This is an optimization exercise on Yosys and OpenROAD, whose aim is small area and a short achievable clock period, not a production implementation. The RTL was checked by simulation tests, not by an equivalence proof against the original design. In run 5 the design's own scripts or RTL, not TritonCTS, make the clock network. The flow treats the clock pin as an ideal source. Dropping or thinning the clock tree relies on that and would not hold on a real chip. Power is estimated from default activity; no workload was simulated.

$ cat flow/design.v
module CRC32_64bKEEP(
    input  [31:0] c,
    input  [63:0] d,
    output [31:0] n
);
wire [31:0] x = c ^ d[31:0];
wire t64 = x[3] ^ x[13];
wire t65 = x[4] ^ d[39];
wire t66 = x[11] ^ d[32];
wire t67 = x[6] ^ x[16];
wire t68 = x[7] ^ x[12];
wire t69 = d[36] ^ d[54];
wire t70 = x[5] ^ x[15];
wire t71 = x[8] ^ d[37];
wire t72 = x[9] ^ d[38];
wire t73 = x[19] ^ d[34];
wire t74 = x[30] ^ d[55];
wire t75 = x[10] ^ d[56];
wire t76 = d[47] ^ t64;
wire t77 = d[35] ^ d[53];
wire t78 = x[1] ^ x[14];
wire t79 = x[31] ^ d[61];
wire t80 = d[45] ^ t66;
wire t81 = d[50] ^ d[57];
wire t82 = d[42] ^ d[58];
wire t83 = d[43] ^ d[59];
wire t84 = d[44] ^ d[60];
wire t85 = d[46] ^ d[62];
wire t86 = d[51] ^ d[63];
wire t87 = x[20] ^ d[40];
wire t88 = x[0] ^ x[2];
wire t89 = x[21] ^ d[41];
wire t90 = x[25] ^ d[52];
wire t91 = x[17] ^ t65;
wire t92 = x[24] ^ x[27];
wire t93 = x[26] ^ x[28];
wire t94 = d[48] ^ t74;
wire t95 = x[18] ^ t70;
wire t96 = x[22] ^ t67;
wire t97 = d[49] ^ t79;
wire t98 = x[29] ^ t69;
wire t99 = d[33] ^ t68;
wire t100 = x[23] ^ d[34];
wire t101 = t77 ^ t89;
wire t102 = x[13] ^ t91;
wire t103 = t75 ^ t97;
wire t104 = x[12] ^ t81;
wire t105 = x[18] ^ d[60];
wire t106 = x[24] ^ t83;
wire t107 = x[23] ^ t84;
wire t108 = x[8] ^ d[62];
wire t109 = t85 ^ t86;
wire t110 = d[35] ^ t78;
wire t111 = t73 ^ t87;
wire t112 = d[36] ^ t88;
wire t113 = d[35] ^ t71;
wire t114 = x[20] ^ t72;
wire t115 = x[19] ^ t65;
wire t116 = t85 ^ t92;
wire t117 = x[16] ^ t90;
wire t118 = d[49] ^ t95;
wire t119 = t82 ^ t99;
wire t120 = x[2] ^ t80;
wire t121 = d[38] ^ d[40];
wire t122 = d[41] ^ d[43];
wire t123 = d[57] ^ d[61];
wire t124 = d[39] ^ d[44];
wire t125 = d[32] ^ d[48];
wire t126 = d[50] ^ d[58];
wire t127 = d[33] ^ d[54];
wire t128 = x[27] ^ t69;
wire t129 = x[11] ^ d[55];
wire t130 = x[31] ^ d[59];
wire t131 = x[0] ^ x[5];
wire t132 = x[22] ^ d[51];
wire t133 = x[7] ^ x[21];
wire t134 = x[25] ^ d[63];
wire t135 = x[4] ^ x[9];
wire t136 = x[10] ^ d[39];
wire t137 = x[12] ^ x[29];
wire t138 = x[26] ^ x[29];
wire t139 = x[3] ^ t72;
wire t140 = d[58] ^ t67;
wire t141 = t71 ^ t78;
wire t142 = t75 ^ t82;
wire t143 = x[26] ^ t107;
wire t144 = d[46] ^ t68;
wire t145 = t93 ^ t98;
wire t146 = t73 ^ t86;
wire t147 = x[14] ^ t88;
wire t148 = d[33] ^ t94;
wire t149 = t87 ^ t101;
wire t150 = d[56] ^ t76;
wire t151 = t70 ^ t103;
wire t152 = d[40] ^ d[57];
wire t153 = x[28] ^ d[34];
wire t154 = x[1] ^ d[56];
wire t155 = d[42] ^ t121;
wire t156 = x[6] ^ x[23];
wire t157 = x[8] ^ d[45];
wire t158 = d[42] ^ t77;
wire t159 = d[44] ^ t125;
wire t160 = x[2] ^ x[11];
wire t161 = x[15] ^ d[46];
wire t162 = x[14] ^ t122;
wire t163 = x[30] ^ t81;
wire t164 = x[11] ^ t83;
wire t165 = x[1] ^ t84;
wire t166 = x[9] ^ x[21];
wire t167 = x[28] ^ x[30];
wire t168 = d[54] ^ t126;
wire t169 = x[5] ^ x[17];
wire t170 = d[37] ^ t130;
wire t171 = t64 ^ t66;
wire t172 = t73 ^ t104;
wire t173 = t89 ^ t154;
wire t174 = t98 ^ t105;
wire t175 = t74 ^ t132;
wire t176 = x[31] ^ t100;
wire t177 = d[38] ^ t106;
wire t178 = x[27] ^ t90;
wire t179 = t67 ^ t93;
wire t180 = x[17] ^ t135;
wire t181 = d[47] ^ t71;
wire t182 = d[59] ^ t92;
wire t183 = t137 ^ t160;
wire t184 = x[24] ^ t138;
wire t185 = d[57] ^ t71;
wire t186 = t68 ^ t109;
wire t187 = t167 ^ t168;
wire t188 = t79 ^ t169;
wire t189 = x[0] ^ t90;
wire t190 = x[22] ^ t108;
wire t191 = d[52] ^ t111;
wire t192 = t91 ^ t110;
wire t193 = t128 ^ t140;
wire t194 = t99 ^ t112;
wire t195 = t96 ^ t113;
wire t196 = t114 ^ t123;
wire t197 = t95 ^ t177;
wire t198 = t133 ^ t141;
wire t199 = t115 ^ t134;
wire t200 = t94 ^ t143;
wire t201 = d[43] ^ t116;
wire t202 = x[16] ^ t76;
wire t203 = x[3] ^ t111;
wire t204 = t76 ^ t113;
wire t205 = t182 ^ t183;
wire t206 = x[25] ^ t80;
wire t207 = t80 ^ t104;
wire t208 = d[48] ^ t96;
wire t209 = t147 ^ t166;
wire t210 = d[32] ^ t146;
wire t211 = x[5] ^ t116;
wire t212 = t129 ^ t149;
wire t213 = d[37] ^ t102;
wire t214 = t119 ^ t196;
wire t215 = t96 ^ t120;
wire t216 = t120 ^ t144;
wire t217 = t72 ^ t150;
wire t218 = t102 ^ t209;
wire t219 = t103 ^ t211;
assign n[0] = ((t191 ^ t192) ^ (t193 ^ (((x[10] ^ t66) ^ t139) ^ t148)));
assign n[1] = (t212 ^ ((t118 ^ t194) ^ (t91 ^ ((t153 ^ t75) ^ t170))));
assign n[2] = (((t172 ^ t173) ^ t195) ^ (t174 ^ ((t131 ^ t155) ^ t171)));
assign n[3] = (t214 ^ (((((t122 ^ x[19]) ^ t156) ^ t110) ^ (t112 ^ t175)) ^ t213));
assign n[4] = ((t176 ^ (t112 ^ t142)) ^ (t198 ^ ((t87 ^ (((d[52] ^ d[62]) ^ t124) ^ t64)) ^ t197)));
assign n[5] = (t215 ^ (((t106 ^ (x[15] ^ (t152 ^ t84))) ^ t199) ^ (t141 ^ (t101 ^ t139))));
assign n[6] = (t216 ^ (t200 ^ ((((d[61] ^ (d[41] ^ d[42])) ^ (x[22] ^ x[6])) ^ (t70 ^ t73)) ^ (t110 ^ t178))));
assign n[7] = ((t150 ^ t194) ^ (t201 ^ (((t157 ^ t158) ^ (x[23] ^ (x[15] ^ x[20]))) ^ (t179 ^ t97))));
assign n[8] = ((t198 ^ t201) ^ (t202 ^ (((t81 ^ t134) ^ t180) ^ (t98 ^ (t153 ^ t159)))));
assign n[9] = (t215 ^ ((((x[1] ^ (t124 ^ t86)) ^ t145) ^ (t178 ^ t181)) ^ (t118 ^ t203)));
assign n[10] = ((((t136 ^ t78) ^ t145) ^ (t89 ^ (((d[37] ^ d[53]) ^ t126) ^ t100))) ^ t216);
assign n[11] = ((t175 ^ (t161 ^ (t127 ^ t155))) ^ (t204 ^ t205));
assign n[12] = (t217 ^ ((t117 ^ t176) ^ (t94 ^ ((t162 ^ t65) ^ (x[28] ^ ((d[36] ^ d[60]) ^ x[12]))))));
assign n[13] = (t213 ^ ((t184 ^ (t159 ^ ((t152 ^ x[14]) ^ t158))) ^ t151));
assign n[14] = (((t163 ^ (((d[33] ^ d[62]) ^ t121) ^ t162)) ^ t118) ^ (t193 ^ t206));
assign n[15] = (((t161 ^ ((d[55] ^ (d[41] ^ d[50])) ^ (t124 ^ x[17]))) ^ t119) ^ (t179 ^ (t146 ^ t170)));
assign n[16] = ((t76 ^ ((t157 ^ t164) ^ t115)) ^ (t148 ^ ((t142 ^ t174) ^ (t78 ^ ((d[51] ^ x[6]) ^ (x[7] ^ x[9]))))));
assign n[17] = (t151 ^ (((t144 ^ t147) ^ (t164 ^ (t84 ^ t135))) ^ ((t185 ^ t94) ^ t191)));
assign n[18] = (t151 ^ (((t114 ^ t140) ^ t207) ^ (t76 ^ ((t108 ^ t165) ^ t101))));
assign n[19] = (t218 ^ ((t119 ^ t208) ^ (t80 ^ (t109 ^ (((d[59] ^ d[61]) ^ t69) ^ (t81 ^ x[10]))))));
assign n[20] = ((t186 ^ ((((d[47] ^ d[60]) ^ t125) ^ (t83 ^ x[13])) ^ ((x[23] ^ x[30]) ^ t128))) ^ (t195 ^ ((t114 ^ t115) ^ t118)));
assign n[21] = ((((t131 ^ t133) ^ (t165 ^ t66)) ^ (t187 ^ t97)) ^ ((t92 ^ ((d[63] ^ x[4]) ^ t100)) ^ t204));
assign n[22] = ((t188 ^ ((d[45] ^ t108) ^ (t132 ^ t136))) ^ (t205 ^ ((t117 ^ t187) ^ t203)));
assign n[23] = ((t189 ^ ((t130 ^ t137) ^ (t156 ^ t74))) ^ (t149 ^ ((t171 ^ t180) ^ (t93 ^ (t105 ^ t109)))));
assign n[24] = ((t208 ^ (((t105 ^ t68) ^ (t82 ^ (d[63] ^ (d[34] ^ d[39])))) ^ (t184 ^ t188))) ^ (t212 ^ t217));
assign n[25] = (t214 ^ ((t64 ^ (t100 ^ t129)) ^ (((x[18] ^ (d[49] ^ t83)) ^ t117) ^ (t173 ^ t190))));
assign n[26] = (t218 ^ ((t143 ^ t172) ^ (t190 ^ (((d[63] ^ t77) ^ t106) ^ t142))));
assign n[27] = ((t96 ^ (((d[45] ^ t123) ^ t107) ^ t189)) ^ ((t102 ^ t148) ^ (t197 ^ t210)));
assign n[28] = (t219 ^ ((t139 ^ ((x[18] ^ x[4]) ^ (x[7] ^ (d[53] ^ t69)))) ^ (t200 ^ t206)));
assign n[29] = (t219 ^ ((t181 ^ (t93 ^ (x[6] ^ (d[55] ^ t127)))) ^ (t199 ^ t207)));
assign n[30] = ((((t163 ^ t75) ^ (x[19] ^ t131)) ^ (t117 ^ t145)) ^ ((t186 ^ t76) ^ t192));
assign n[31] = ((t95 ^ ((t136 ^ t138) ^ (t72 ^ t88))) ^ (t210 ^ (((x[31] ^ (t127 ^ t77)) ^ t185) ^ t202)));
endmodule
`timescale 1ns / 1ps
module TEN_GIG_MAC_RX_PATH #(
    parameter       P_SRC_MAC  = 48'h01_02_03_04_05_06
)(
    input           i_clk               ,
    input           i_rst               ,
    input  [63:0]   i_xgmii_rxd         ,
    input  [7 :0]   i_xgmii_rxc         ,
    input  [47:0]   i_dynamic_src_mac   ,
    input           i_dynamic_src_valid ,
    output [63:0]   m_axis_rdata        ,
    output [79:0]   m_axis_ruser        ,
    output [7 :0]   m_axis_rkeep        ,
    output          m_axis_rlast        ,
    output          m_axis_rvalid       ,
    output          o_crc_error         ,
    output          o_crc_valid
);
reg  [63:0] d1;              
reg  [7 :0] c1;
reg  [31:0] r2;              
always @(posedge i_clk) begin
    d1 <= i_xgmii_rxd;
    c1 <= i_xgmii_rxc;
    r2 <= d1[63:32];
end
wire        fb0 = c1[0] && d1[7 :0 ] == 8'hFB;      
wire        fb4 = c1[4] && d1[39:32] == 8'hFB;      
wire [7:0]  fd;                                     
genvar gi;
generate for (gi = 0; gi < 8; gi = gi + 1) begin : g_fd
    assign fd[gi] = c1[gi] && d1[8*gi+7 -: 8] == 8'hFD;
end endgenerate
reg         loc3;            
reg         sof4d;
reg  [3:0]  fdr;             
always @(posedge i_clk or posedge i_rst) begin
    if (i_rst) begin
        loc3  <= 1'b0;
        sof4d <= 1'b0;
        fdr   <= 4'd0;
    end else begin
        if (fb0)
            loc3 <= 1'b0;
        else if (fb4)
            loc3 <= 1'b1;
        sof4d <= fb4 && !fb0;
        fdr   <= fd[7:4];
    end
end
wire [63:0] acur  = loc3 ? {d1[31:0], r2} : d1;
wire [7 :0] fda   = loc3 ? {fd[3:0], fdr} : fd;
wire        sofa  = fb0 || sof4d;
wire        eofa  = |fda;
wire [2 :0] phia  = {fda[4] | fda[5] | fda[6] | fda[7],
                     fda[2] | fda[3] | fda[6] | fda[7],
                     fda[1] | fda[3] | fda[5] | fda[7]};
reg  [63:0] a2, a3, a4, a5, a6;
reg  [15:0] a7;              
always @(posedge i_clk) begin
    a2 <= acur;
    a3 <= a2;
    a4 <= a3;
    a5 <= a4;
    a6 <= a5;
    a7 <= a6[63:48];
end
assign m_axis_rdata = {a7[7:0], a7[15:8], a6[7:0], a6[15:8], a6[23:16],
                       a6[31:24], a6[39:32], a6[47:40]};
reg         s2, s3, s4;      
reg         e2, e3, e4, e5, e6;  
reg  [2:0]  phi;
reg         busy, cnt1, cnt2, mok, p6, p7, p8, p9;
reg         rv_int, rlast_int, rlast_out, rvalid_out, rl2;
reg  [7:0]  rkeep_out;
reg         k1, k2, chk, crc_out, crc_valid;
reg  [15:0] ulen;
reg  [47:0] local_mac;
wire        r_eof  = (e4 && phi != 3'd7) || (e5 && phi == 3'd7);
wire        kc     = (e3 && phi <= 3'd2) || (e4 && phi >= 3'd3);
wire        clr    = (e3 && phi <= 3'd4) || (e4 && phi >= 3'd5);
wire [47:0] da4    = {a4[7:0], a4[15:8], a4[23:16], a4[31:24], a4[39:32], a4[47:40]};
wire [47:0] da5    = {a5[7:0], a5[15:8], a5[23:16], a5[31:24], a5[39:32], a5[47:40]};
wire [47:0] dst    = loc3 ? da4 : da5;
wire        mac_ok = (&dst) || (dst == local_mac);
wire        mac_at = loc3 ? cnt2 : p6;
reg  [7:0]  kv;
always @(*) begin
    case (phi)
        3'd0: kv = 8'b1111_1100;
        3'd1: kv = 8'b1111_1110;
        3'd2: kv = 8'b1111_1111;
        3'd3: kv = 8'b1000_0000;
        3'd4: kv = 8'b1100_0000;
        3'd5: kv = 8'b1110_0000;
        3'd6: kv = 8'b1111_0000;
        default: kv = 8'b1111_1000;
    endcase
end
always @(posedge i_clk or posedge i_rst) begin
    if (i_rst) begin
        s2 <= 1'b0; s3 <= 1'b0; s4 <= 1'b0;
        e2 <= 1'b0; e3 <= 1'b0; e4 <= 1'b0; e5 <= 1'b0; e6 <= 1'b0;
        phi <= 3'd0;
        busy <= 1'b0; cnt1 <= 1'b0; cnt2 <= 1'b0; mok <= 1'b0;
        p6 <= 1'b0; p7 <= 1'b0; p8 <= 1'b0; p9 <= 1'b0;
        rv_int <= 1'b0; rlast_int <= 1'b0; rlast_out <= 1'b0;
        rvalid_out <= 1'b0; rl2 <= 1'b0;
        k1 <= 1'b0; k2 <= 1'b0; chk <= 1'b0;
        crc_out <= 1'b0; crc_valid <= 1'b0;
        ulen <= 16'd0;
        local_mac <= P_SRC_MAC;
    end else begin
        s2 <= sofa; s3 <= s2; s4 <= s3;
        e2 <= eofa; e3 <= e2; e4 <= e3; e5 <= e4; e6 <= e5;
        if (eofa)
            phi <= phia;
        busy <= !r_eof && (s3 || busy);
        cnt1 <= !r_eof && s3 && !busy;
        cnt2 <= !r_eof && cnt1;
        if (mac_at)
            mok <= mac_ok;
        p6 <= cnt2; p7 <= p6; p8 <= p7; p9 <= p8;
        if (rlast_int)
            rv_int <= 1'b0;
        else if (p7 && mok)
            rv_int <= 1'b1;
        rlast_int  <= rv_int && kc;
        rlast_out  <= rlast_int;
        rvalid_out <= rv_int;
        rl2        <= rlast_out;
        k1 <= clr; k2 <= k1; chk <= k2;
        if (chk)
            crc_out <= 1'b0;
        else if (rv_int)
            crc_out <= 1'b1;
        crc_valid <= chk && crc_out;
        if (rl2)
            ulen <= 16'd1;
        else if (p9 || ulen != 16'd1)
            ulen <= ulen + 16'd1;
        if (i_dynamic_src_valid)
            local_mac <= i_dynamic_src_mac;
    end
end
reg  [63:0] st;
always @(posedge i_clk) begin
    rkeep_out <= rlast_int ? kv : 8'hFF;
    if (p8)
        st <= m_axis_rdata;
end
reg  [31:0] crc;
reg         crc_err;
wire [31:0] crc_nxt;
reg  [31:0] kres;
always @(*) begin
    case (phi)
        3'd0: kres = 32'hc37bc775;
        3'd1: kres = 32'h7749d4fa;
        3'd2: kres = 32'h4ee46c06;
        3'd3: kres = 32'he0ef52e5;
        3'd4: kres = 32'h3abbfb0d;
        3'd5: kres = 32'h0eaac366;
        3'd6: kres = 32'h714b540f;
        default: kres = 32'hfad18643;
    endcase
end
CRC32_64bKEEP u_crc (.c(crc), .d(a4), .n(crc_nxt));
wire [31:0] crc_x = crc ^ kres;
reg  [3:0]  crc_m;
always @(posedge i_clk) begin
    crc <= s4 ? 32'hFFFF_FFFF : crc_nxt;
    crc_m <= {~|crc_x[31:24], ~|crc_x[23:16], ~|crc_x[15:8], ~|crc_x[7:0]};
    if (e6)
        crc_err <= !(&crc_m);
end
assign m_axis_rvalid = rvalid_out;
assign m_axis_rlast  = rlast_out;
assign m_axis_rkeep  = rkeep_out;
assign m_axis_ruser  = {ulen, st};
assign o_crc_valid   = crc_valid;
assign o_crc_error   = crc_err;
endmodule
$ cat flow/flow/run.sh
#!/bin/bash
set -euo pipefail
W=$(pwd)
MARGIN=6.0
CLUSTER=30
DIAM=80
export BUFFER_PORTS_ARGS="-buffer_cell sky130_fd_sc_hd__buf_2"
export CTS_ARGS="-sink_clustering_enable -repair_clock_nets -dont_use_dummy_load -buf_list {sky130_fd_sc_hd__clkbuf_8 sky130_fd_sc_hd__clkbuf_16} -root_buf sky130_fd_sc_hd__clkbuf_16 -sink_clustering_size $CLUSTER -sink_clustering_max_diameter $DIAM"
if [[ $MARGIN != 0 ]]; then export SETUP_SLACK_MARGIN=$MARGIN; fi
bash standard.sh > $W/standard_flow.log 2>&1
$ cat flow/standard.sh
#!/bin/bash
# synth_recipe.tcl (not shown) runs the flow's synth.tcl, then flattens the netlist and writes it again
# the make line also repeats each setting of config.mk as NAME=value (left out here)
make -C /OpenROAD-flow-scripts/flow DESIGN_CONFIG=/design/flow/config.mk WORK_HOME=/design/flow/orfs CLKGATE_MAP_FILE= SYNTH_SCRIPT=/design/flow/synth_recipe.tcl "${@:-finish}"
$ cat flow/config.mk
export PLATFORM = sky130hd
export DESIGN_NAME = TEN_GIG_MAC_RX_PATH
export DESIGN_NICKNAME = TEN_GIG_MAC_RX_PATH
export VERILOG_FILES = /design/flow/design.v
export SDC_FILE = /design/flow/constraint.sdc
export NUM_CORES = 4
export LEC_CHECK = 0
export CAP_MARGIN = 20
export CORE_MARGIN = 2
export CORE_UTILIZATION = 60
export SLEW_MARGIN = 20
$ cat flow/constraint.sdc
create_clock -name core_clock -period 9.0 [get_ports {i_clk}]
set_input_delay 1.8000 -clock core_clock [delete_from_list [all_inputs] [get_ports {i_clk}]]
set_output_delay 1.8000 -clock core_clock [all_outputs]
set_load 0.01 [all_outputs]
==> flow_metrics.py, run 1 <==
metrics = {
    "hold_path": {
        "hold_path_class": "register to register",
        "holdCritStartpoint": "a5[61]$_DFF_P_",
    },
    "sta": {
        "finalHoldViolations": 0,
        "min_period_ns": 2.98,
        "period_share": 0.332,
        "slew_headroom": 0.339,
        "finClkSkew_ns": 0.0843,
        "setup_violations": 0,
        "maxSlewViolCount": 0,
        "rsz0062_at_grt": "true",
        "worstMarginPinSlew_ns": 0.992,
        "fmax_ghz": 0.335,
        "tns_ns": 0,
    },
    "drt": {
        "drt_wl_total_mm": 62.0,
        "wl_per_cell_um": 24.9,
        "dr_total_vias": 13700,
        "drt_iter0_drc": 1144,
        "drc": 0,
        "routed_via_density": 5.49,
        "drtPass1Iterations": 6,
        "antenna_left": 0,
    },
    "clock_tree": {
        "clock_sinks": 647,
        "cts_tree": "yes",
        "clock_latency_ns": 0.62,
        "htree_levels": 1,
        "cts_buffer_depth": 3,
        "cts_root_buf": "clkbuf_16",
        "cts_buffers": 29,
        "cts.clk_slew.worst_paths_ns": 0.10,
    },
    "cells_and_area": {
        "ff_latch_area_um2": 14100,
        "multi_input_area_um2": 9300,
        "fillCellCount": 2901,
        "drive_gt1_frac": 0.264,
        "syn_to_final_growth_pct": 10.4,
        "nets": 2094,
    },
    "synthesis": {
        "synth_compound_area_frac": 0.0222,
        "postSynth.asyncResetShare": 0.153,
        "ys_warn_count": 1,
        "synth_top_area_frac": 0.403,
        "synth_xor_area_frac": 0.223,
        "synth-main-ff-cell": "dfxtp_1",
        "netlist-cell-type-count": 66,
        "synth-simple-area-share": 0.0567,
        "synth_edf_count": 65,
        "synth_area_um2": 24000,
        "synth_nets": 1863,
        "synth_top_family_by_area": "XOR/XNOR gates",
        "yosys_register_bits": 647,
        "ys_seq_area_frac": 0.588,
        "synth.largest_area_cell": "dfxtp_1",
        "synth_adder_area_share": 0.00261,
        "synthMuxAreaShare": 0.0801,
        "synthCells": 1735,
        "yosys-top-cells-area": "dfxtp_1, dfrtp_1, edfxtp_1",
        "avgSynthCellArea_um2": 13.8,
    },
    "worst_setup_path": {
        "worst_path_max_delay_cell": "edfxtp_1",
        "cp-end-kind": "primary output",
        "worst-path-buf-inv": 1,
        "critPathKind": "register to primary output",
        "r2r_start": "a4[8]$_DFF_P_",
        "worstPathCellList": "buf_2",
        "crit_start": "st[49]$_DFFE_PP_",
        "critical_path.max_fanout": 1,
        "crit_path_start_kind": "register",
        "crit_family": "flip-flops",
        "crit_required_ns": 7.20,
        "cp.arrival_ns": 1.18,
        "crit_path_max_incr_delay_ns": 0.41,
    },
    "placed_design": {
        "portBuffers": 277,
        "gp_congestion": 1.03,
        "dp.final_hpwl_mm": 47.9,
    },
    "power_and_ir_drop": {
        "power_density_nw_per_um2": 480,
        "ir_drop_uv": 332,
        "power_uw": 12700,
        "p_leak_uw": 0.0114,
    },
    "floorplan": {
        "initial_utilization": 0.606,
        "die_height_um": 204,
        "core_um2": 39600,
        "dieArea_um2": 41600,
        "num_io_pins": 279,
        "rows": 73,
        "die_w_um": 204,
    },
    "grt": {
        "gr-usage-all-layers": 0.299,
        "antenna_found_initial": 2,
        "grt.overflow.total": 0,
        "grt_first_pass_wirelength_mm": 88.7,
        "grt_pass1_vias": 13200,
        "grt_start_max_net_pins": 75,
    },
    "outcome": {
        "status": "no timing/DRC/antenna violations",
    },
    "job": {
        "cap_violations": 0,
    },
}
final timing paths:
path,end,slack [ns],cells after the start
min in group asynchronous,ulen[2]$_DFFE_PP0P_,1.43,3
worst max register to register,crc[16]$_SDFF_PP1_,6.07,6
max in group asynchronous,s4$_DFF_PP0_,6.49,4
worst min register to register,a6[61]$_DFF_P_,0.29,0
worst max-delay path,m_axis_ruser[49],6.02,1
worst min-delay path,a6[61]$_DFF_P_,0.29,0
through the flow:
step                hold WS, ns  utilization  instance area, um2  instances  setup WS, ns
finish                    0.294        0.669               26500       2490          6.02
global route              0.291        0.669               26500       2489          5.95
CTS                       0.293        0.666               26400       2482          5.97
detailed placement        0.312        0.645               25600       2441          5.72
global placement          0.311        0.645               25600       2441          5.80
floorplan                 0.310            -               24000       1735          6.03
timing repair:
action,4_1_cts,5_1_grt
setup endpoints to repair,22,30
pin swaps,0,0
hold buffers,0,0
buffers inserted,12,7
gates resized for setup,11,11
where the power goes:
group	total (uW)	switching, uW	internal (uW)	leakage (uW)
sequential	3740	412	3320	0.00588
clock	1400	822	574	0.000357
combinational	7580	3610	3980	0.00515
total	12700	4840	7870	0.0114
kinds of logic (layout without fill, tap and decap cells):
logic type	after synthesis	after routing
fa+ha+maj	5	5
buf+inv	121	350
flops	647	647
mux	178	178
simple gates	257	257
compound gates	84	84
other cells	1	2
xor+xnor	442	442
registers in the layout (all words and copies together), names as in the netlist, 3 cells and up:
name and count:
a2 64, a3 64, a4 64, a5 64, a6 64, d1 64
st 64, local_mac 48, crc 32, r2 32, a7 16, ulen 16
c1 8, rkeep_out 7, crc_m 4, fdr 4, phi 3
layout by cell type (no fill, tap or decap), types with 29 or more instances in the layout:
| cell | count |
|---|---|
| buf_2 | 276 |
| dfrtp_1 | 83 |
| nor2_1 | 48 |
| xnor3_1 | 72 |
| mux2i_1 | 66 |
| xor2_1 | 128 |
| nand2_1 | 35 |
| dfxtp_1 | 475 |
| nand3_1 | 31 |
| xnor2_1 | 193 |
| mux2_2 | 112 |
| buf_4 | 32 |
| clkbuf_16 | 29 |
| edfxtp_1 | 65 |
| nand4_1 | 31 |
final cells by class:
| type | count | area share |
|---|---|---|
| Sequential cell | 647 | 0.533 |
| Multi-Input combinational cell | 967 | 0.351 |
| Timing Repair Buffer | 309 | 0.0616 |
| Clock buffer | 29 | 0.0274 |
| Tap cell | 525 | 0.0248 |
| Inverter | 12 | 0.00198 |
| Antenna cell | 1 | 0.0000944 |
per-layer routing:
metal | up-vias | GRT usage | share of wire
li1 | 6274 | - | -
met5 | - | 0 | 0
met2 | 624 | 0.453 | 0.44
met4 | 0 | 0.0880 | 0.033
met3 | 104 | 0.0689 | 0.093
met1 | 6668 | 0.430 | 0.43
Yosys cell counts (6+ instances only):
| master | number |
|---|---|
| o22ai_1 | 6 |
| dfxtp_1 | 483 |
| buf_2 | 8 |
| nor2b_1 | 13 |
| o21ai_0 | 20 |
| dfrtp_1 | 90 |
| mux2_2 | 112 |
| nand2b_1 | 21 |
| xnor2_2 | 19 |
| dfstp_2 | 9 |
| xnor3_1 | 72 |
| xor2_1 | 128 |
| edfxtp_1 | 65 |
| xnor3_2 | 8 |
| nor4_1 | 20 |
| nor2_1 | 48 |
| xor2_2 | 7 |
| nor3_1 | 24 |
| a21oi_1 | 24 |
| inv_1 | 10 |
| nand3_1 | 31 |
| and3_1 | 12 |
| clkbuf_1 | 33 |
| nand4_1 | 31 |
| xor3_1 | 9 |
| xnor2_1 | 196 |
| nand2_1 | 35 |
| buf_1 | 18 |
| buf_4 | 49 |
| mux2i_1 | 66 |
==> inputs of run 2 (changes only) <==
--- a/flow/config.mk
+++ b/flow/config.mk
@@ -9,3 +9,3 @@
 export CORE_MARGIN = 2
-export CORE_UTILIZATION = 60
+export CORE_UTILIZATION = 70
 export SLEW_MARGIN = 20
==> flow_metrics.py, run 2 <==
metrics = {
    "outcome": {
        "status": "no timing/DRC/antenna violations",
    },
    "cells_and_area": {
        "fin_util": 0.779,
        "drive_gt1_frac": 0.255,
        "nets": 2072,
        "layout_common_cells": "dfxtp_1, buf_2, xnor2_1",
        "finalInstanceArea_um2": 26200,
        "final_cells": 2391,
        "layout_commonest_cell": "dfxtp_1",
        "syn_to_final_growth_pct": 9.12,
    },
    "synthesis": {
        "netlist-cell-type-count": 66,
        "synth.largest_area_cell": "dfxtp_1",
        "synth-main-ff-cell": "dfxtp_1",
        "postSynth.asyncResetShare": 0.153,
        "synth_area_um2": 24000,
        "yosys-top-cells-area": "dfxtp_1, dfrtp_1, edfxtp_1",
        "ys_warn_count": 1,
        "avgSynthCellArea_um2": 13.8,
        "yosys_register_bits": 647,
        "synthCells": 1735,
        "synth_common_cells": "dfxtp_1, xnor2_1, xor2_1",
        "synth_edf_count": 65,
        "yosysMostFrequentCell": "dfxtp_1",
        "synth_nets": 1863,
        "ys_seq_area_frac": 0.588,
        "synth_top_area_frac": 0.403,
    },
    "sta": {
        "rsz0062_at_grt": "true",
        "min_period_ns": 3.03,
        "tns_ns": 0,
        "fmax_ghz": 0.330,
        "slew_headroom": 0.185,
        "finalHoldViolations": 0,
        "finClkSkew_ns": 0.0932,
        "setup_violations": 0,
        "worstMarginPinSlew_ns": 1.21,
        "maxSlewViolCount": 0,
        "setup_ws_ns": 5.97,
        "period_share": 0.336,
    },
    "clock_tree": {
        "cts_hold_buf": 0,
        "cts_root_buf": "clkbuf_16",
        "clock_latency_ns": 0.61,
        "htree_levels": 1,
        "cts_buffers": 26,
        "cts.clk_slew.worst_paths_ns": 0.11,
        "cts_buffer_depth": 3,
        "cts_tree": "yes",
        "clock_sinks": 647,
    },
    "worst_setup_path": {
        "rrSetupSlack_ns": 6.02,
        "crit_cells": 1,
        "worst_path_max_delay_cell": "edfxtp_1",
        "r2r_cells": 6,
        "worst-path-buf-inv": 1,
        "crit_required_ns": 7.20,
        "crit_path_end": "m_axis_ruser[26]",
        "critPathKind": "register to primary output",
        "cp.arrival_ns": 1.23,
        "crit_path_start_kind": "register",
        "reg2reg_to": "crc[19]$_SDFF_PP1_",
        "crit_path_max_incr_delay_ns": 0.45,
        "critical_path.max_fanout": 1,
        "worstPathCellList": "buf_2",
        "crit_family": "flip-flops",
        "crit_start": "st[26]$_DFFE_PP_",
        "r2r_start": "a4[12]$_DFF_P_",
        "cp-end-kind": "primary output",
    },
    "drt": {
        "drc": 0,
        "dr_total_vias": 14200,
        "drt_iter0_drc": 1581,
        "drtPass1Iterations": 6,
        "drt_wl_total_mm": 62.2,
        "antenna_left": 0,
        "routed_via_density": 5.94,
        "wl_per_cell_um": 26.0,
    },
    "placed_design": {
        "dpl_cell_area_um2": 25400,
        "portBuffers": 277,
        "dp.final_hpwl_mm": 46.4,
        "dp_slack_ns": 5.67,
        "post-place-cells": 2360,
        "gp_congestion": 0.990,
    },
    "hold_path": {
        "hold_path_class": "register to register",
    },
    "grt": {
        "grt_first_pass_wirelength_mm": 90.2,
        "grt.overflow.total": 0,
        "grt_pass1_vias": 13900,
        "antenna_found_initial": 0,
        "gr-usage-all-layers": 0.346,
        "grt_start_max_net_pins": 66,
    },
    "floorplan": {
        "die_height_um": 189,
        "dieArea_um2": 35800,
        "core_um2": 33600,
        "initial_utilization": 0.714,
        "rows": 67,
        "num_io_pins": 279,
        "die_w_um": 189,
    },
    "power_and_ir_drop": {
        "ir_drop_uv": 514,
        "p_leak_uw": 0.0113,
        "power_density_nw_per_um2": 484,
    },
    "job": {
        "cap_violations": 0,
    },
}
[run 2: cell count changes in the layout (fill, tap and decap cells not counted), sizes merged]
cell | previous run | this run
buf | 309 | 290
inv | 8 | 9
clkbuf | 29 | 26
clkinvlp | 2 | 1
[run 2: repair_timing]
action                     4_1_cts  5_1_grt
setup buffers                    1        3
setup endpoints to repair        8       17
hold endpoints to repair         0        0
gates resized for setup          7       12
[run 2: stage by stage]
| step | power (uW) | hold slack (ns) |
|---|---|---|
| global placement | 11100 | 0.310 |
| finish | 12700 | 0.314 |
| global route | 13200 | 0.322 |
| floorplan | 9490 | 0.310 |
| CTS | 12500 | 0.312 |
| detailed placement | 11200 | 0.312 |
[run 2: final cells by class]
| type | count | area, um2 |
|---|---|---|
| Sequential cell | 647 | 14100 |
| Multi-Input combinational cell | 967 | 9290 |
| Fill cell | 1996 | 7420 |
| Timing Repair Buffer | 290 | 1510 |
| Clock buffer | 26 | 651 |
| Tap cell | 448 | 561 |
| Inverter | 12 | 48.8 |
| Antenna cell | 1 | 2.50 |
[run 2: worst min path at each step]
stage	depth (start not counted)	startpoint	slack (ns)	endpoint
after global placement	0	a3[62]$_DFF_P_	0.31	a4[62]$_DFF_P_
after floorplan	0	a2[0]$_DFF_P_	0.31	a3[0]$_DFF_P_
after global routing	0	a5[52]$_DFF_P_	0.32	a6[52]$_DFF_P_
after detailed placement	0	a2[24]$_DFF_P_	0.31	a3[24]$_DFF_P_
after CTS	0	a5[52]$_DFF_P_	0.31	a6[52]$_DFF_P_
final	0	a5[52]$_DFF_P_	0.31	a6[52]$_DFF_P_
[run 2: kinds of logic (layout without fill, tap and decap cells)]
family,Yosys count,count (layout),synth area share
AOI/OAI and AO/OA,84,84,0.0222
xor gates and xnor gates,442,442,0.223
adders and majority gates,5,5,0.00261
buffers and inverters,121,328,0.0271
DFF,647,647,0.588
muxes,178,178,0.0801
other,1,2,0.000156
and+or+nand+nor,257,257,0.0567
[run 2: metal layers]
| metal | share of wire | track usage | wire length (um) |
|---|---|---|---|
| met1 | 0.40 | 0.493 | 24800 |
| met5 | 0 | 0 | 0 |
| met2 | 0.46 | 0.548 | 28600 |
| met4 | 0.037 | 0.110 | 2300 |
| met3 | 0.10 | 0.0584 | 6490 |
[run 2: report_power, final]
| part | switching (uW) | internal [uW] | total, uW | leakage [uW] |
|---|---|---|---|---|
| Combinational | 3660 | 3960 | 7620 | 0.00506 |
| Sequential | 409 | 3330 | 3730 | 0.00588 |
| Clock | 817 | 519 | 1340 | 0.000320 |
| Total | 4890 | 7800 | 12700 | 0.0113 |
==> inputs of run 3 (changes only) <==
--- a/flow/flow/run.sh
+++ b/flow/flow/run.sh
@@ -6,3 +6,4 @@
 DIAM=80
-export BUFFER_PORTS_ARGS="-buffer_cell sky130_fd_sc_hd__buf_2"
+export DONT_BUFFER_PORTS=1
+export PRE_GLOBAL_PLACE_TCL=$W/flow/ports.tcl
 export CTS_ARGS="-sink_clustering_enable -repair_clock_nets -dont_use_dummy_load -buf_list {sky130_fd_sc_hd__clkbuf_8 sky130_fd_sc_hd__clkbuf_16} -root_buf sky130_fd_sc_hd__clkbuf_16 -sink_clustering_size $CLUSTER -sink_clustering_max_diameter $DIAM"
==> flow/flow/ports.tcl (new file) <==
# Sourced before global placement (PRE_GLOBAL_PLACE_TCL). The standard step
# removes the synthesis buffers and then buffers every port; here the port
# buffering (DONT_BUFFER_PORTS=1 skips the standard one) follows
# remove_buffers directly, with buf_1 on inputs and buf_2 on outputs.
rename remove_buffers my_std_remove_buffers
proc remove_buffers {args} {
  my_std_remove_buffers {*}$args
  buffer_ports -inputs -buffer_cell sky130_fd_sc_hd__buf_1
  buffer_ports -outputs -buffer_cell sky130_fd_sc_hd__buf_2
}
--- a/flow/config.mk
+++ b/flow/config.mk
@@ -9,3 +9,3 @@
 export CORE_MARGIN = 2
-export CORE_UTILIZATION = 70
+export CORE_UTILIZATION = 60
 export SLEW_MARGIN = 20
==> flow_metrics.py, run 3 <==
metrics = {
    "grt": {
        "grt_pass1_vias": 13300,
        "gr-usage-all-layers": 0.300,
        "grt.overflow.total": 0,
        "antenna_found_initial": 0,
        "grt_first_pass_wirelength_mm": 89.5,
        "grt_start_max_net_pins": 76,
    },
    "outcome": {
        "status": "no timing/DRC/antenna violations",
    },
    "power_and_ir_drop": {
        "p_int_uw": 7870,
        "seq_power_share": 0.290,
        "switching_share": 0.387,
        "power_density_nw_per_um2": 487,
        "comb_power_share": 0.601,
        "clockPowerShare": 0.109,
        "p_leak_uw": 0.0111,
        "p_sw_uw": 4960,
        "power_uw": 12800,
        "ir_drop_uv": 288,
    },
    "drt": {
        "dr_total_vias": 13800,
        "drtPass1Iterations": 5,
        "wl_per_cell_um": 25.3,
        "drc": 0,
        "routed_via_density": 5.55,
        "antenna_left": 0,
        "drt_iter0_drc": 1201,
        "drt_wl_total_mm": 62.8,
    },
    "synthesis": {
        "yosys_register_bits": 647,
        "synth_adder_area_share": 0.00261,
        "netlist-cell-type-count": 66,
        "ys_seq_area_frac": 0.588,
        "yosys-top-cells-area": "dfxtp_1, dfrtp_1, edfxtp_1",
        "synthCells": 1735,
        "synth_xor_area_frac": 0.223,
        "synth_nets": 1863,
        "synth_top_area_frac": 0.403,
        "synth_top_family_by_area": "XOR/XNOR gates",
        "synthMuxAreaShare": 0.0801,
        "synth_common_cells": "dfxtp_1, xnor2_1, xor2_1",
        "ys_warn_count": 1,
        "postSynth.asyncResetShare": 0.153,
        "synth.largest_area_cell": "dfxtp_1",
        "synth-main-ff-cell": "dfxtp_1",
        "synth-simple-area-share": 0.0567,
        "synth_edf_count": 65,
        "avgSynthCellArea_um2": 13.8,
        "yosysMostFrequentCell": "dfxtp_1",
        "synth_area_um2": 24000,
        "synth_compound_area_frac": 0.0222,
    },
    "placed_design": {
        "gp_congestion": 1.07,
        "portBuffers": 277,
        "dp.final_hpwl_mm": 48.3,
        "dpl_cell_area_um2": 25400,
    },
    "clock_tree": {
        "cts.clk_slew.worst_paths_ns": 0.11,
        "cts_buffers": 29,
        "cts_tree": "yes",
        "cts_hold_buf": 0,
        "cts_root_buf": "clkbuf_16",
        "cts_buffer_depth": 3,
        "htree_levels": 1,
        "clock_sinks": 647,
        "clock_latency_ns": 0.63,
    },
    "floorplan": {
        "initial_utilization": 0.606,
        "core_um2": 39600,
        "die_w_um": 204,
        "num_io_pins": 279,
        "rows": 73,
        "die_height_um": 204,
        "dieArea_um2": 41600,
    },
    "worst_setup_path": {
        "worst_path_max_delay_cell": "edfxtp_1",
        "r2r_start": "crc[13]$_SDFF_PP1_",
        "crit_family": "flip-flops",
        "cp-end-kind": "primary output",
        "crit_path_max_incr_delay_ns": 0.39,
        "crit_required_ns": 7.20,
        "r2r_cells": 6,
        "rrSetupSlack_ns": 6.04,
        "cp.arrival_ns": 1.17,
        "worst-path-buf-inv": 1,
        "crit_path_start_kind": "register",
        "critical_path.max_fanout": 1,
        "worstPathCellList": "buf_2",
        "reg2reg_to": "crc[7]$_SDFF_PP1_",
        "critPathKind": "register to primary output",
        "crit_cells": 1,
    },
    "cells_and_area": {
        "layout_common_cells": "dfxtp_1, xnor2_1, buf_2",
        "ff_latch_area_um2": 14100,
        "drive_gt1_frac": 0.203,
        "fin_util": 0.665,
        "multi_input_area_um2": 9320,
        "syn_to_final_growth_pct": 9.83,
        "finalInstanceArea_um2": 26400,
        "antenna_cells": 0,
        "fillCellCount": 2954,
        "layout_commonest_cell": "dfxtp_1",
        "nets": 2091,
    },
    "sta": {
        "rsz0062_at_grt": "true",
        "period_share": 0.330,
        "fmax_ghz": 0.337,
        "slew_headroom": 0.324,
        "finalHoldViolations": 0,
        "min_period_ns": 2.97,
        "worstMarginPinSlew_ns": 1.01,
        "tns_ns": 0,
        "finClkSkew_ns": 0.0923,
        "setup_violations": 0,
        "maxSlewViolCount": 0,
    },
    "hold_path": {
        "hold_path_class": "register to register",
        "hold_end": "a4[24]$_DFF_P_",
        "holdCritStartpoint": "a3[24]$_DFF_P_",
        "hold-path-cell-count": 0,
    },
    "job": {
        "cap_violations": 0,
    },
}
run 3: worst max-delay path by stage:
stage,startpoint,to,slack [ns]
finish,st[62]$_DFFE_PP_,m_axis_ruser[62],6.03
global route,st[42]$_DFFE_PP_,m_axis_ruser[42],5.98
CTS,st[62]$_DFFE_PP_,m_axis_ruser[62],6.00
detailed placement,i_rst,local_mac[4]$_DFFE_PP0P_,5.65
global placement,i_rst,local_mac[16]$_DFFE_PP0P_,5.69
floorplan,i_rst,busy$_DFF_PP0_,6.03
run 3: layout make-up:
cell class,instances,share of cell area
timing repair buffer,306,0.0557
clock buffer,29,0.0275
inverter,12,0.00190
tap,525,0.0249
sequential,647,0.536
multi-input combinational,967,0.354
run 3: kinds of logic (layout without fill, tap and decap cells):
kind of cell               after synthesis  in the layout
AOI/OAI and AO/OA                       84             84
xor gates and xnor gates               442            442
adders and majority gates                5              5
buffers and inverters                  121            347
DFF                                    647            647
muxes                                  178            178
other                                    1              1
and+or+nand+nor                        257            257
run 3: layer usage:
metal | track usage | share of wire
met1 | 0.447 | 0.45
met3 | 0.0364 | 0.075
met4 | 0.0761 | 0.027
met2 | 0.468 | 0.45
met5 | 0 | 0
run 3: what timing repair did:
item / CTS / global route
pin swaps: 0 / 0
hold endpoints to repair: 0 / 0
buffers inserted: 12 / 3
setup endpoints to repair: 22 / 23
gates resized for setup: 14 / 13
run 3: power by group through the flow:
| stage | Combinational [uW] | Clock, uW | Sequential (uW) |
|---|---|---|---|
| after floorplan | 5930 | 0 | 3570 |
| after global placement | 7500 | 0 | 3770 |
| after detailed placement | 7470 | 0 | 3780 |
| after CTS | 7570 | 1430 | 3700 |
| after global routing | 8100 | 1520 | 3740 |
| final | 7720 | 1400 | 3720 |
run 3: per-stage QoR:
stage | instances | hold slack [ns] | worst slack (ns)
after floorplan | 1735 | 0.310 | 6.03
after CTS | 2483 | 0.327 | 6.00
after detailed placement | 2442 | 0.312 | 5.65
final | 2486 | 0.324 | 6.03
after global routing | 2486 | 0.338 | 5.98
after global placement | 2442 | 0.311 | 5.69
==> inputs of run 4 (changes only) <==
--- a/flow/design.v
+++ b/flow/design.v
@@ -305,3 +305,3 @@
         crc_out <= 1'b0; crc_valid <= 1'b0;
-        ulen <= 16'd0;
+        ulen <= 16'd1;
         local_mac <= P_SRC_MAC;
==> flow/flow/run.sh (replaced) <==
#!/bin/bash
# Own layout flow: the standard ORFS flow (standard.sh), with
#  - port buffers chosen here (buf_1 on inputs, buf_2 on outputs) instead of
#    the resizer's default cell, one buffer per port as the standard flow does;
#  - timing repair asked to leave more setup slack than the default, so the
#    layout reaches a shorter clock period (the SDC and clock are the standard flow's).
set -euo pipefail
W=$(pwd)
export DONT_BUFFER_PORTS=1
export PRE_GLOBAL_PLACE_TCL=$W/flow/ports.tcl
export SETUP_SLACK_MARGIN=${RUN_SETUP_MARGIN:-6.0}
export CTS_BUF_LIST="sky130_fd_sc_hd__clkbuf_4 sky130_fd_sc_hd__clkbuf_8"
bash standard.sh > $W/standard_flow.log 2>&1
==> flow/flow/ports.tcl (replaced) <==
# one buffer on every input and output port (the clock port is left to CTS)
buffer_ports -inputs -buffer_cell sky130_fd_sc_hd__buf_1
buffer_ports -outputs -buffer_cell sky130_fd_sc_hd__buf_2
--- a/flow/config.mk
+++ b/flow/config.mk
@@ -9,3 +9,3 @@
 export CORE_MARGIN = 2
-export CORE_UTILIZATION = 60
+export CORE_UTILIZATION = 40
 export SLEW_MARGIN = 20
==> flow_metrics.py, run 4 <==
metrics = {
    "synthesis": {
        "synth_adder_area_share": 0.00261,
        "netlist-cell-type-count": 66,
        "postSynth.asyncResetShare": 0.153,
        "synth_nets": 1863,
        "yosys_register_bits": 647,
        "synth_compound_area_frac": 0.0222,
        "ys_warn_count": 1,
        "ys_seq_area_frac": 0.588,
        "synth-main-ff-cell": "dfxtp_1",
        "synth_area_um2": 24000,
        "avgSynthCellArea_um2": 13.8,
        "synthCells": 1735,
        "synthMuxAreaShare": 0.0801,
        "synth_top_family_by_area": "XOR/XNOR gates",
        "synth_edf_count": 65,
        "synth_common_cells": "dfxtp_1, xnor2_1, xor2_1",
        "yosys-top-cells-area": "dfxtp_1, dfrtp_1, edfxtp_1",
        "synth_xor_area_frac": 0.223,
        "yosysMostFrequentCell": "dfxtp_1",
        "synth.largest_area_cell": "dfxtp_1",
        "synth_top_area_frac": 0.403,
        "synth-simple-area-share": 0.0567,
    },
    "worst_setup_path": {
        "critPathKind": "register to primary output",
        "cp-end-kind": "primary output",
        "crit_path_start_kind": "register",
        "crit_required_ns": 7.20,
        "critical_path.max_fanout": 6,
        "cp.arrival_ns": 1.34,
    },
    "clock_tree": {
        "cts_root_buf": "clkbuf_8",
        "clock_sinks": 647,
        "htree_levels": 3,
        "clock_latency_ns": 0.73,
        "cts_buffers": 104,
        "cts_tree": "yes",
        "cts_hold_buf": 0,
        "cts_buffer_depth": 3,
        "cts.clk_slew.worst_paths_ns": 0.06,
    },
    "placed_design": {
        "gp_congestion": 1.02,
        "dpl_cell_area_um2": 24500,
        "portBuffers": 276,
        "dp_slack_ns": 5.68,
        "dp.final_hpwl_mm": 50.5,
    },
    "sta": {
        "maxSlewViolCount": 0,
        "period_share": 0.349,
        "tns_ns": 0,
        "holdWs_ns": 0.282,
        "min_period_ns": 3.14,
        "worstMarginPinSlew_ns": 1.01,
        "rsz0062_at_grt": "true",
        "finalHoldViolations": 0,
        "setup_violations": 0,
        "finClkSkew_ns": 0.0601,
        "fmax_ghz": 0.319,
        "setup_ws_ns": 5.86,
        "slew_headroom": 0.325,
    },
    "floorplan": {
        "core_um2": 59100,
        "dieArea_um2": 62000,
        "num_io_pins": 279,
        "die_height_um": 249,
        "initial_utilization": 0.406,
        "die_w_um": 249,
        "rows": 89,
    },
    "grt": {
        "grt_pass1_vias": 13500,
        "use_met3": 0.0521,
        "antenna_found_initial": 4,
        "grt-busiest-layer": "met2",
        "grt_first_pass_wirelength_mm": 96.6,
        "grtUsageMet1": 0.288,
        "grt.overflow.total": 0,
        "use_met2": 0.337,
        "gr-usage-all-layers": 0.216,
        "grt_start_max_net_pins": 75,
    },
    "power_and_ir_drop": {
        "clockPowerShare": 0.199,
        "switching_share": 0.371,
        "p_leak_uw": 0.0111,
        "comb_power_share": 0.533,
        "power_uw": 14100,
        "seq_power_share": 0.269,
        "p_sw_uw": 5240,
        "ir_drop_uv": 259,
        "p_int_uw": 8890,
        "power_density_nw_per_um2": 524,
    },
    "cells_and_area": {
        "layout_common_cells": "dfxtp_1, xnor2_1, clkbuf_8",
        "ff_latch_area_um2": 14100,
        "finalInstanceArea_um2": 27000,
        "syn_to_final_growth_pct": 12.3,
        "fillCellCount": 5265,
        "layout_commonest_cell": "dfxtp_1",
        "multi_input_area_um2": 9270,
        "nets": 1873,
        "drive_gt1_frac": 0.214,
    },
    "drt": {
        "dr_total_vias": 13000,
        "antenna_left": 0,
        "drt_iter0_drc": 919,
        "drtPass1Iterations": 5,
        "drt_wl_total_mm": 67.3,
        "routed_via_density": 5.01,
        "drc": 0,
        "wl_per_cell_um": 25.8,
    },
    "hold_path": {
        "hold_path_class": "register to register",
    },
    "job": {
        "cap_violations": 0,
    },
    "outcome": {
        "status": "no timing/DRC/antenna violations",
    },
}
[run 4: cell count changes in the layout (fill, tap and decap cells not counted), sizes merged, moves of 3 or more]
cell	change
buf	-292
bufinv	+7
clkbuf	+130
clkinv	+17
diode	+3
inv	+4
[run 4: metal layers]
metal	up-vias	part of all wire	wire length [um]
met3	128	0.069	4660
met1	6494	0.44	29700
met4	4	0.036	2420
li1	5903	-	-
met5	-	0.00077	52
met2	514	0.45	30400
[run 4: kinds of logic after synthesis]
logic type / after synthesis
mux: 178
compound gates: 84
xor+xnor: 442
simple gates: 257
other cells: 1
fa+ha+maj: 5
flops: 647
buf+inv: 121
[run 4: worst paths after layout]
check                           cells past startpoint           startpoint                  end  slack [ns]
worst max-delay path                                0  ulen[0]$_DFFE_PP1P_     m_axis_ruser[64]        5.86
worst min register to register                      0        a2[2]$_DFF_P_        a3[2]$_DFF_P_        0.28
worst min-delay path                                0        a2[2]$_DFF_P_        a3[2]$_DFF_P_        0.28
worst max register to register                      6       a4[10]$_DFF_P_   crc[31]$_SDFF_PP1_        6.07
min in group asynchronous                           1                i_rst  ulen[8]$_DFFE_PP0P_        1.02
max in group asynchronous                           2                i_rst     loc3$_DFFE_PP0P_        6.84
[run 4: per-stage QoR]
stage | cells | utilization
6_report | 2604 | 0.456
2_1_floorplan | 1735 | -
4_1_cts | 2600 | 0.455
3_3_place_gp | 2410 | 0.414
3_5_place_dp | 2410 | 0.414
5_1_grt | 2602 | 0.456
[run 4: power by group through the flow]
| stage | registers (uW) | clock network, uW | logic (uW) |
|---|---|---|---|
| finish | 3800 | 2810 | 7530 |
| global route | 3820 | 3010 | 7970 |
| CTS | 3790 | 2880 | 7460 |
| detailed placement | 3850 | 0 | 7380 |
| global placement | 3840 | 0 | 7460 |
| floorplan | 3570 | 0 | 5930 |
[run 4: worst register-to-register path, stage by stage (launching register included)]
cell and delay, ns:
dfxtp_1 0.70, xor2_1 0.49, xor2_2 0.42, xnor3_1 0.54
xnor3_1 0.41, xnor2_1 0.19, nand2b_1 0.07
[run 4: area by class of cell]
type	instances	share of cell area
multi-input combinational	967	0.344
tap	773	0.0359
timing repair buffer	13	0.00496
inverter	12	0.00181
clock buffer	160	0.0749
antenna	3	0.000278
sequential	647	0.525
clock inverter	29	0.0138
[run 4: repair_timing]
action                     CTS  global route
setup endpoints to repair   38            23
buffers inserted             1             0
resized for setup           22             5
==> inputs of run 5 (changes only) <==
--- a/flow/design.v
+++ b/flow/design.v
@@ -305,3 +305,3 @@
         crc_out <= 1'b0; crc_valid <= 1'b0;
-        ulen <= 16'd1;
+        ulen <= 16'd0;
         local_mac <= P_SRC_MAC;
@@ -340,2 +340,4 @@
 end
+wire [63:0] nxt_rdata = {a6[55:48], a6[63:56], a5[7:0], a5[15:8], a5[23:16],
+                         a5[31:24], a5[39:32], a5[47:40]};
 reg  [63:0] st;
@@ -343,4 +345,4 @@
     rkeep_out <= rlast_int ? kv : 8'hFF;
-    if (p8)
-        st <= m_axis_rdata;
+    if (p7)
+        st <= nxt_rdata;
 end
==> flow/flow/run.sh (replaced) <==
#!/bin/bash
set -euo pipefail
W=$(pwd)
MARGIN=6.25
CLUSTER=30
DIAM=80
export DONT_BUFFER_PORTS=1
export PRE_GLOBAL_PLACE_TCL=$W/flow/ports.tcl
export CTS_ARGS="-sink_clustering_enable -repair_clock_nets -dont_use_dummy_load -buf_list {sky130_fd_sc_hd__clkbuf_8 sky130_fd_sc_hd__clkbuf_16} -root_buf sky130_fd_sc_hd__clkbuf_16 -sink_clustering_size $CLUSTER -sink_clustering_max_diameter $DIAM"
NLEAF=26
if [[ $NLEAF != 0 ]]; then export PRE_CTS_TCL=$W/flow/cts.tcl; fi
if [[ $MARGIN != 0 ]]; then export SETUP_SLACK_MARGIN=$MARGIN; fi
bash standard.sh > $W/standard_flow.log 2>&1
==> flow/flow/cts.tcl (new file) <==
# Sourced at the start of the CTS step (PRE_CTS_TCL): builds the clock tree
# here instead of TritonCTS, whose H-tree always puts three buffers between the
# clock port and the registers.  This tree has two levels: one root buffer
# driving one leaf buffer per cluster of registers (k-means on the placed
# register locations, at most a fixed number per cluster), every register one root and one leaf buffer from the
# port, so clock arrival is balanced.  The rest of the CTS step (placement
# legalisation, timing repair) runs as usual.
proc my_two_level_cts {nleaf leafcell rootcell} {
  set block [ord::get_db_block]
  set db [ord::get_db]
  set clknet [$block findNet i_clk]
  set sinks {}
  foreach it [$clknet getITerms] {
    set inst [$it getInst]
    set loc [$inst getLocation]
    lappend sinks [list $it [lindex $loc 0] [lindex $loc 1]]
  }
  set n [llength $sinks]
  set sorted [lsort -real -index 1 $sinks]
  set cents {}
  for {set k 0} {$k < $nleaf} {incr k} {
    set s [lindex $sorted [expr {int(($k + 0.5) * $n / $nleaf)}]]
    lappend cents [list [lindex $s 1] [lindex $s 2]]
  }
  # k-means with at most cap registers per cluster: registers are assigned
  # in order of their distance to the nearest centre, each to the nearest
  # centre that still has room
  set cap [expr {int(ceil(1.12 * $n / $nleaf))}]
  for {set iter 0} {$iter < 30} {incr iter} {
    set order {}
    set i 0
    foreach s $sinks {
      set ds {}
      for {set k 0} {$k < $nleaf} {incr k} {
        set c [lindex $cents $k]
        lappend ds [list $k [expr {abs([lindex $s 1] - [lindex $c 0]) + abs([lindex $s 2] - [lindex $c 1])}]]
      }
      set ds [lsort -real -index 1 $ds]
      lappend order [list $i [lindex $ds 0 1] $ds]
      incr i
    }
    set sumx [lrepeat $nleaf 0.0]; set sumy [lrepeat $nleaf 0.0]; set cnt [lrepeat $nleaf 0]
    set assign [lrepeat $n 0]
    foreach o [lsort -real -index 1 $order] {
      set i [lindex $o 0]
      foreach kd [lindex $o 2] {
        set k [lindex $kd 0]
        if {[lindex $cnt $k] < $cap} { break }
      }
      set s [lindex $sinks $i]
      lset assign $i $k
      lset sumx $k [expr {[lindex $sumx $k] + [lindex $s 1]}]
      lset sumy $k [expr {[lindex $sumy $k] + [lindex $s 2]}]
      lset cnt $k [expr {[lindex $cnt $k] + 1}]
    }
    for {set k 0} {$k < $nleaf} {incr k} {
      if {[lindex $cnt $k] > 0} {
        lset cents $k [list [expr {[lindex $sumx $k] / [lindex $cnt $k]}] [expr {[lindex $sumy $k] / [lindex $cnt $k]}]]
      }
    }
  }
  puts "two-level clock tree: $n registers, cluster sizes [lsort -integer $cnt]"
  set rootm [$db findMaster $rootcell]
  set leafm [$db findMaster $leafcell]
  set root [odb::dbInst_create $block $rootm clktree_root]
  set rootnet [odb::dbNet_create $block clktree_root_net]
  $rootnet setSigType CLOCK
  [$root findITerm A] connect $clknet
  [$root findITerm X] connect $rootnet
  set rx 0.0; set ry 0.0; set used 0
  for {set k 0} {$k < $nleaf} {incr k} {
    if {[lindex $cnt $k] == 0} { continue }
    set leaf [odb::dbInst_create $block $leafm clktree_leaf_$k]
    set lnet [odb::dbNet_create $block clktree_leaf_net_$k]
    $lnet setSigType CLOCK
    [$leaf findITerm A] connect $rootnet
    [$leaf findITerm X] connect $lnet
    set c [lindex $cents $k]
    $leaf setLocation [expr {int([lindex $c 0])}] [expr {int([lindex $c 1])}]
    $leaf setPlacementStatus PLACED
    set rx [expr {$rx + [lindex $c 0]}]; set ry [expr {$ry + [lindex $c 1]}]
    incr used
    set leaves($k) $lnet
  }
  $root setLocation [expr {int($rx / $used)}] [expr {int($ry / $used)}]
  $root setPlacementStatus PLACED
  set i 0
  foreach s $sinks {
    set it [lindex $s 0]
    $it disconnect
    $it connect $leaves([lindex $assign $i])
    incr i
  }
}

my_two_level_cts 26 sky130_fd_sc_hd__clkbuf_16 sky130_fd_sc_hd__clkbuf_16

# the tree is built: the step's clock_tree_synthesis call only sets the
# clock propagated, as TritonCTS leaves it
rename clock_tree_synthesis my_unused_clock_tree_synthesis
proc clock_tree_synthesis {args} {
  puts "clock tree built by flow/cts.tcl; TritonCTS not run"
  set_propagated_clock [all_clocks]
}
==> flow/flow/ports.tcl (replaced) <==
# Sourced before global placement (PRE_GLOBAL_PLACE_TCL). The standard step
# removes the synthesis buffers and then buffers every port; here the port
# buffering (DONT_BUFFER_PORTS=1 skips the standard one) follows
# remove_buffers directly, with buf_1 on inputs and buf_2 on outputs.
rename remove_buffers my_std_remove_buffers
proc remove_buffers {args} {
  my_std_remove_buffers {*}$args
  buffer_ports -inputs -buffer_cell sky130_fd_sc_hd__buf_1
  buffer_ports -outputs -buffer_cell sky130_fd_sc_hd__buf_2
}
--- a/flow/config.mk
+++ b/flow/config.mk
@@ -9,3 +9,3 @@
 export CORE_MARGIN = 2
-export CORE_UTILIZATION = 40
+export CORE_UTILIZATION = 60
 export SLEW_MARGIN = 20
==> flow_metrics.py, run 5 <==
metrics = {
    "outcome": {
        "status": "no timing/DRC/antenna violations",
    },
    "cells_and_area": {
        "multi_input_area_um2": 9470,
        "ff_latch_area_um2": 14200,
        "drive_gt1_frac": 0.232,
        "fillCellCount": 2900,
        "layout_commonest_cell": "dfxtp_1",
        "final_cells": 2499,
        "fin_util": 0.678,
        "finalInstanceArea_um2": 26900,
        "nets": 2102,
        "syn_to_final_growth_pct": 11.9,
        "layout_common_cells": "dfxtp_1, xnor2_1, buf_1",
    },
    "synthesis": {
        "synth_adder_area_share": 0.00261,
        "synth_top_family_by_area": "XOR/XNOR gates",
        "synth_top_area_frac": 0.403,
        "yosys_register_bits": 647,
        "synth_xor_area_frac": 0.223,
        "synth_edf_count": 65,
        "synth_common_cells": "dfxtp_1, xnor2_1, xor2_1",
        "netlist-cell-type-count": 66,
        "postSynth.asyncResetShare": 0.153,
        "ys_seq_area_frac": 0.588,
        "synth_compound_area_frac": 0.0222,
        "avgSynthCellArea_um2": 13.8,
        "synth_nets": 1863,
        "yosys-top-cells-area": "dfxtp_1, dfrtp_1, edfxtp_1",
        "synth-simple-area-share": 0.0567,
        "synth_area_um2": 24000,
        "yosysMostFrequentCell": "dfxtp_1",
        "synthCells": 1735,
        "synthMuxAreaShare": 0.0801,
        "ys_warn_count": 1,
        "synth.largest_area_cell": "dfxtp_1",
        "synth-main-ff-cell": "dfxtp_1",
    },
    "job": {
        "cap_violations": 0,
    },
    "drt": {
        "routed_via_density": 5.45,
        "antenna_left": 0,
        "drc": 0,
        "wl_per_cell_um": 24.9,
        "drtPass1Iterations": 8,
        "drt_wl_total_mm": 62.3,
        "drt_iter0_drc": 1064,
        "dr_total_vias": 13600,
    },
    "hold_path": {
        "holdCritStartpoint": "a3[0]$_DFF_P_",
        "hold_path_class": "register to register",
    },
    "power_and_ir_drop": {
        "seq_power_share": 0.290,
        "switching_share": 0.385,
        "p_leak_uw": 0.0112,
        "p_int_uw": 7920,
        "p_sw_uw": 4960,
        "ir_drop_uv": 297,
        "clockPowerShare": 0.104,
        "comb_power_share": 0.607,
        "power_density_nw_per_um2": 479,
    },
    "grt": {
        "antenna_found_initial": 0,
        "gr-usage-all-layers": 0.296,
        "grt_pass1_vias": 13400,
        "grt_first_pass_wirelength_mm": 89.6,
        "grt_start_max_net_pins": 76,
        "grt.overflow.total": 0,
    },
    "worst_setup_path": {
        "critPathKind": "register to primary output",
        "crit_family": "flip-flops",
        "crit_required_ns": 7.20,
        "crit_path_max_incr_delay_ns": 0.44,
        "crit_start": "ulen[8]$_DFFE_PP0P_",
        "crit_path_start_kind": "register",
        "cp-end-kind": "primary output",
        "r2r_start": "a4[13]$_DFF_P_",
        "critical_path.max_fanout": 5,
        "worst_path_max_delay_cell": "dfrtp_1",
        "worst-path-buf-inv": 1,
        "cp.arrival_ns": 1.22,
        "worstPathCellList": "buf_2",
    },
    "sta": {
        "slew_headroom": 0.319,
        "fmax_ghz": 0.331,
        "finalHoldViolations": 0,
        "setup_violations": 0,
        "worstMarginPinSlew_ns": 1.02,
        "min_period_ns": 3.02,
        "tns_ns": 0,
        "period_share": 0.336,
        "maxSlewViolCount": 0,
        "setup_ws_ns": 5.98,
        "rsz0062_at_grt": "true",
        "finClkSkew_ns": 0.0341,
    },
    "placed_design": {
        "gp_congestion": 0.998,
        "dp.final_hpwl_mm": 47.8,
        "post-place-cells": 2445,
        "dp_slack_ns": 5.66,
        "portBuffers": 277,
        "dpl_cell_area_um2": 25400,
    },
    "floorplan": {
        "core_um2": 39600,
        "rows": 73,
        "die_height_um": 204,
        "die_w_um": 204,
        "dieArea_um2": 41600,
        "num_io_pins": 279,
        "initial_utilization": 0.606,
    },
    "clock_tree": {
        "cts.clk_slew.worst_paths_ns": 0.10,
        "clock_latency_ns": 0.62,
        "cts_hold_buf": 0,
    },
}
==> run 5: cell count changes after synthesis, sizes merged <==
cell / before / now
dfrtp: 89 / 90
dfstp: 10 / 9
==> run 5: per-layer routing <==
layer	track usage	wire length [um]	vias up
met2	0.467	28000	602
met4	0.0725	1950	0
met3	0.0391	5200	101
li1	-	-	6270
met5	0	0	-
met1	0.437	27100	6651
==> run 5: final timing paths <==
kind	endpoint	slack [ns]	cells past startpoint
worst max-delay path	m_axis_ruser[72]	5.98	1
worst min-delay path	a4[0]$_DFF_P_	0.31	0
worst max register to register	crc[7]$_SDFF_PP1_	6.24	6
worst min register to register	a4[0]$_DFF_P_	0.31	0
max in group asynchronous	ulen[0]$_DFFE_PP0P_	6.58	3
min in group asynchronous	crc_valid$_DFF_PP0_	1.37	2
==> run 5: power by group through the flow <==
stage               Clock (uW)  Combinational (uW)  Sequential [uW]
finish                    1340                7810             3730
floorplan                    0                5930             3570
detailed placement           0                7460             3780
CTS                       1370                7640             3710
global placement             0                7520             3770
global route              1460                8220             3750
==> run 5: cell families after synthesis <==
kind of cell | count (synthesis)
flops | 647
compound gates | 84
fa+ha+maj | 5
xor+xnor | 442
buf+inv | 121
other cells | 1
simple gates | 257
mux | 178
==> run 5: worst reg2reg max path, cell delays in order (launching register included) <==
cell      delay [ns]
dfxtp_1         0.55
xor2_4          0.41
xor3_2          0.56
xor2_1          0.33
xnor2_1         0.23
xnor3_1         0.52
nand2b_1        0.11
==> run 5: what timing repair did <==
action                                  4_1_cts  5_1_grt
setup buffers                                15       10
pin swaps                                     1        3
resized for setup                            70       49
endpoints found under the setup margin      174      228
==> run 5: cell type report <==
class,instances,area share
well taps,525,0.0245
inverters,12,0.00186
repair buffers,319,0.0678
diodes,2,0.000186
flip-flops and latches,647,0.528
plain buffers,27,0.0252
multi-input cells,967,0.353
==> run 5: per-stage QoR <==
step           power (uW)  hold WS (ns)
2_1_floorplan        9490         0.310
3_3_place_gp        11300         0.310
3_5_place_dp        11200         0.312
4_1_cts             12700         0.322
5_1_grt             13400         0.321
6_report            12900         0.314

==> separate check: timing with driven ports <==
The flow's constraints put no driver on any port. The routed layouts listed below were extracted and timed again, unchanged, in two steps.
Step 1 sets driving cells, clkbuf_16 on the clock port and buf_2 on the other inputs (assumed; they add their load-dependent delay and slew).
Step 2, shift: input delay + t, output delay - t, t = (earliest + latest rising clock arrival at the registers) / 2. This alone moves slack from input paths to output paths.
Three values: ideal ports, drivers, drivers and shift; two values: the first two.
run	t, ns	slack for setup (ns)	pins driven straight from the clock port
run 1	0.634	6.015 / 5.960 / 5.885	1
run 2	0.613	5.972 / 5.919 / 5.884	1
run 3	0.639	6.034 / 5.977 / 5.693	1
run 4	0.753	5.860 / 5.805 / 5.870	1
run 5	0.663	5.977 / 5.921 / 5.953	1
After both steps every run listed still meets setup and hold. For run 3, which loses most, drivers alone change the setup slack by -0.057 ns; drivers and shift together by -0.341 ns. Setup slack includes reset recovery checks.
